From an optimization exercise on the open Yosys and OpenROAD flow, aimed at small area and a short achievable clock period; shortcuts taken in it are not production practice.
Function was checked by simulation only, so behaviour that the tests miss may differ from the original.

==> flow/design.v (excerpt) <==
module system(input clk,
              input reset,
              input key_ready,
              input make,
              input ext,
              input [7:0] key_input,
              output [4:0] befor,
              output [4:0] after,
              output [4:0] shift0,
              output [4:0] shift1,
              output [4:0] shift2,
              output [2:0] type0,
              output [2:0] type1,
              output [2:0] type2,
              input increase_shift_or_type,
              input increase0,
              input increase1,
              input increase2,
              input [4:0] history_raddr,
              output [7:0] history_dout);
    wire key_ok;
    wire [4:0] letter;
    wire save_history;
    wire [4:0] history_din;
    wire [4:0] history_waddr;
    wire history_we;
    keyboard_filter keyboard_filter(
        .key_ready(key_ready),
        .make(make),
        .ext(ext),
        .key_input(key_input),
        .key_ok(key_ok),
        .letter(letter)
    );
    machine_controller machine_controller(
        .clk(clk),
        .reset(reset),
        .key_ok(key_ok),
        .letter(letter),
        .befor(befor),
        .after(after),
        .save_history(save_history),
        .shift0(shift0),
        .shift1(shift1),
        .shift2(shift2),
        .type0(type0),
        .type1(type1),
        .type2(type2),
        .increase_shift_or_type(increase_shift_or_type),
        .increase0(increase0),
        .increase1(increase1),
        .increase2(increase2)
    );
    history_keeper history_keeper(
        .clk(clk),
        .reset(reset),
        .save_history(save_history),
        .befor(befor),
        .after(after),
        .dout(history_din),
        .waddr(history_waddr),
        .we(history_we)
    );
    history_ram history_ram(
        .clk(clk),
        .raddr(history_raddr),
        .dout(history_dout),
        .waddr(history_waddr),
        .we(history_we),
        .din(history_din)
    );
  ...
Size in the first run: ~1300 cells after synthesis, roughly 64 I/O pins.
clock: 48.0 ns
lec_check: 0
cap_margin: 20
core_margin: 2
core_utilization: 40
slew_margin: 20
standard.sh (not shown) runs the stock make flow with config.mk's settings and CLKGATE_MAP_FILE= SYNTH_SCRIPT=/design/flow/synth_recipe.tcl, a recipe that flattens the netlist after the stock synthesis.
==> flow/flow/run.sh <==
#!/bin/bash
# Layout flow: the standard ORFS flow (standard.sh) with
#  - a stronger, area-oriented ABC script in synthesis (flow/abc_area.script,
#    without ABC's own buffering and sizing, left to the placer's repair,
#    and with no adder-cell mapping (ADDER_MAP_FILE empty), so that all the
#    arithmetic goes through ABC with the rest of the logic;
#    used through a copy of the ORFS scripts folder; nothing else changes),
#  - plain buffers (buf_1) as the port buffers,
#  - CTS with clkbuf_16 in clusters of up to 30 flip-flops and no dummy loads,
set -euo pipefail
W=$PWD
rm -rf "$W/scripts_own"
cp -r "$FLOW_HOME/scripts" "$W/scripts_own"
cp "$W/flow/abc_area.script" "$W/scripts_own/abc_area.script"
export BUFFER_PORTS_ARGS="-buffer_cell sky130_fd_sc_hd__buf_1"
export CTS_ARGS="-sink_clustering_enable -repair_clock_nets -buf_list sky130_fd_sc_hd__clkbuf_16 -dont_use_dummy_load -sink_clustering_size 30 -sink_clustering_max_diameter 80"
export SETUP_SLACK_MARGIN=0
bash standard.sh SCRIPTS_DIR="$W/scripts_own" ABC_AREA=1 ADDER_MAP_FILE= finish > "$W/flow_run.log" 2>&1
==> flow/flow/abc_area.script <==
strash
&get -n
&deepsyn -T 120
&put
dch
amap
topo
Then changed:
--- a/flow/flow/run.sh
+++ b/flow/flow/run.sh
@@ -9,2 +9,5 @@
 #  - CTS with clkbuf_16 in clusters of up to 30 flip-flops and no dummy loads,
+#  - repair_timing asked for a larger setup margin, so that it also speeds up
+#    the combinational history read path (history_raddr -> history_dout).
+# Each tool's output goes to the ORFS logs under orfs/logs; make's to flow_run.log.
 set -euo pipefail
@@ -16,3 +19,3 @@
 export CTS_ARGS="-sink_clustering_enable -repair_clock_nets -buf_list sky130_fd_sc_hd__clkbuf_16 -dont_use_dummy_load -sink_clustering_size 30 -sink_clustering_max_diameter 80"
-export SETUP_SLACK_MARGIN=0
+export SETUP_SLACK_MARGIN=25.8
 bash standard.sh SCRIPTS_DIR="$W/scripts_own" ABC_AREA=1 ADDER_MAP_FILE= finish > "$W/flow_run.log" 2>&1
==> flow/flow/abc_area.script (replaced) <==
strash
&get -n
&deepsyn -T 120
&put
dch
amap -F 3
topo
=>
- count of clock-buffer cells in the layout is lower by 1
- setup slack gains 280 ps
- register-to-register slack loses 300 ps
- die area is lower slightly
Then changed:
--- a/flow/flow/run.sh
+++ b/flow/flow/run.sh
@@ -9,5 +9,2 @@
 #  - CTS with clkbuf_16 in clusters of up to 30 flip-flops and no dummy loads,
-#  - repair_timing asked for a larger setup margin, so that it also speeds up
-#    the combinational history read path (history_raddr -> history_dout).
-# Each tool's output goes to the ORFS logs under orfs/logs; make's to flow_run.log.
 set -euo pipefail
@@ -19,3 +16,3 @@
 export CTS_ARGS="-sink_clustering_enable -repair_clock_nets -buf_list sky130_fd_sc_hd__clkbuf_16 -dont_use_dummy_load -sink_clustering_size 30 -sink_clustering_max_diameter 80"
-export SETUP_SLACK_MARGIN=25.8
+export SETUP_SLACK_MARGIN=0
 bash standard.sh SCRIPTS_DIR="$W/scripts_own" ABC_AREA=1 ADDER_MAP_FILE= finish > "$W/flow_run.log" 2>&1
What happened:
- worst setup slack gains 12 ps
- via count went down by about 0.8%
- area after synthesis is unchanged
- design area went down by about 0.34%
- register-to-register slack loses 310 ps
- count of clock-buffer cells in the layout does not change
- global-route usage does not change
- sequential cell count is unchanged
Then changed:
--- a/flow/flow/run.sh
+++ b/flow/flow/run.sh
@@ -9,2 +9,5 @@
 #  - CTS with clkbuf_16 in clusters of up to 30 flip-flops and no dummy loads,
+#  - repair_timing asked for a larger setup margin, so that it also speeds up
+#    the combinational history read path (history_raddr -> history_dout).
+# Each tool's output goes to the ORFS logs under orfs/logs; make's to flow_run.log.
 set -euo pipefail
Effect:
- The new run ran to the end with no violations
- via count is unchanged
- utilization stays the same
- setup slack stays the same
- routed wire length stays the same
- worst hold slack is unchanged
- first-iteration DRC count is unchanged
- design area stays the same

* * *

== wip/ember ==
Another version of the RTL of system (not shown whole).
Size: roughly 64 I/O pins, roughly 11000 sq um of cells after synthesis.
==> flow/config.mk <==
export PLATFORM = sky130hd
export DESIGN_NAME = system
export DESIGN_NICKNAME = system
export VERILOG_FILES = /design/flow/design.v
export SDC_FILE = /design/flow/constraint.sdc
export NUM_CORES = 4
export LEC_CHECK = 0
export CAP_MARGIN = 20
export CORE_MARGIN = 2
export CORE_UTILIZATION = 40
export SLEW_MARGIN = 20
==> flow/constraint.sdc <==
create_clock -name core_clock -period 48.0 [get_ports {clk}]
set_input_delay 9.6000 -clock core_clock [delete_from_list [all_inputs] [get_ports {clk}]]
set_output_delay 9.6000 -clock core_clock [all_outputs]
set_load 0.01 [all_outputs]
==> flow/flow/run.sh <==
#!/bin/bash
# Layout flow: the standard ORFS flow (standard.sh) with
#  - a stronger, area-oriented ABC script in synthesis (flow/abc_area.script,
#    without ABC's own buffering and sizing, left to the placer's repair,
#    and with no adder-cell mapping (ADDER_MAP_FILE empty), so that all the
#    arithmetic goes through ABC with the rest of the logic;
#    used through a copy of the ORFS scripts folder; nothing else changes),
#  - plain buffers (buf_1) as the port buffers,
#  - CTS with clkbuf_16 in clusters of up to 30 flip-flops and no dummy loads,
#  - repair_timing asked for a larger setup margin, so that it also speeds up
#    the combinational history read path (history_raddr -> history_dout).
# Each tool's output goes to the ORFS logs under orfs/logs; make's to flow_run.log.
set -euo pipefail
W=$PWD
rm -rf "$W/scripts_own"
cp -r "$FLOW_HOME/scripts" "$W/scripts_own"
cp "$W/flow/abc_area.script" "$W/scripts_own/abc_area.script"
export BUFFER_PORTS_ARGS="-buffer_cell sky130_fd_sc_hd__buf_1"
export CTS_ARGS="-sink_clustering_enable -repair_clock_nets -buf_list sky130_fd_sc_hd__clkbuf_16 -dont_use_dummy_load -sink_clustering_size 30 -sink_clustering_max_diameter 80"
export SETUP_SLACK_MARGIN=25.8
bash standard.sh SCRIPTS_DIR="$W/scripts_own" ABC_AREA=1 ADDER_MAP_FILE= finish > "$W/flow_run.log" 2>&1
==> flow/flow/abc_area.script <==
strash
&get -n
&deepsyn -T 120
&put
dch
amap -F 3
topo
Edits applied to the flow inputs when going from wip/ember to wip/violet:
--- a/flow/flow/run.sh
+++ b/flow/flow/run.sh
@@ -4,3 +3,0 @@
-#    without ABC's own buffering and sizing, left to the placer's repair,
-#    and with no adder-cell mapping (ADDER_MAP_FILE empty), so that all the
-#    arithmetic goes through ABC with the rest of the logic;
@@ -20,2 +17,2 @@
-export SETUP_SLACK_MARGIN=25.8
-bash standard.sh SCRIPTS_DIR="$W/scripts_own" ABC_AREA=1 ADDER_MAP_FILE= finish > "$W/flow_run.log" 2>&1
+export SETUP_SLACK_MARGIN=26.1
+bash standard.sh SCRIPTS_DIR="$W/scripts_own" ABC_AREA=1 finish > "$W/flow_run.log" 2>&1
--- a/flow/flow/abc_area.script
+++ b/flow/flow/abc_area.script
@@ -7,0 +8,4 @@
+stime -c
+buffer -c
+upsize -c
+dnsize -c
### Flow results
- Master of the slowest instance on the critical path: sky130_fd_sc_hd__or3_1 -> wip/violet, sky130_fd_sc_hd__or4_1 -> wip/ember
- Number of combinational gates with multiple inputs (lower): wip/violet
- wip/violet ended up with history_raddr[4] as its launching element of the worst setup path; wip/ember ended up with history_raddr[0].
- Layout-stage area growth over the synthesis result across wip/violet and wip/ember: no real change.
- The lower time the worst path needs with I/O delays and setup of wip/violet and wip/ember is in wip/violet.
- Critical path's largest stage delay: wip/violet lower than wip/ember
#### Input delta (wip/tundra over wip/violet)
--- a/flow/flow/run.sh
+++ b/flow/flow/run.sh
@@ -3,0 +4 @@
+#    without ABC's own buffering and sizing, left to the placer's repair;
==> flow/flow/abc_area.script <==
strash
&get -n
&deepsyn -T 120
&put
dch
amap -F 3
topo
==> comparison <==
Taking wip/violet as the reference, in wip/tundra arrival time at the worst endpoint climbed 0.05 ns, total routed wirelength barely changed. wip/tundra: met1 routing resource usage after global routing is 2.9 points higher than what wip/violet reported. The die of wip/tundra is smaller than the one used in wip/violet. wip/violet leaves more setup margin than wip/tundra.

static timing again, ports no longer ideal:
In the flow no input, the clock included, has a driving cell. The finished layouts below were timed again as built, in two steps. Step 1 sets driving cells, clkbuf_16 on the clock port and buf_2 on the other inputs (assumed; they add their load-dependent delay and slew). Step 2 adds t to the input delays and takes it off the output delays; t is the mean of the earliest and latest rising clock arrival at the registers after step 1. Input paths then give back, and output paths get back, about the clock's delay inside the block. a / b / c = ideal / step 1 / step 2; a / b = the first two.
| run | t, ns | setup WS [ns] | hold slack, ns | worst data-port slew with drivers (ns) | cell pins on the clock port's net |
|---|---|---|---|---|---|
| the first run of note 1 | 0.507 | 25.773 / 25.746 / 25.746 | 0.441 / 0.441 / 0.441 | 0.04 | 1 |
| the second run of note 1 | 0.509 | 26.054 / 26.031 / 26.031 | 0.414 / 0.414 / 0.414 | 0.03 | 1 |
| the third run of note 1 | 0.508 | 26.066 / 26.043 / 26.043 | 0.414 / 0.414 / 0.414 | 0.03 | 1 |
| the fourth run of note 1 | 0.508 | 26.066 / 26.043 / 26.043 | 0.414 / 0.414 / 0.414 | 0.03 | 1 |
| wip/ember | 0.504 | 26.023 / 25.999 / 25.999 | 0.468 / 0.468 / 0.468 | 0.04 | 1 |
| wip/violet | 0.514 | 26.347 / 26.322 / 26.125 | 0.433 / 0.433 / 0.433 | 0.03 | 1 |
| wip/tundra | 0.504 | 26.295 / 26.275 / 25.953 | 0.501 / 0.501 / 0.501 | 0.03 | 1 |
After both steps setup and hold are still met in every run listed. The setup slack of wip/tundra, which loses most, moves by -0.020 ns with the drivers and by -0.342 ns with both steps.
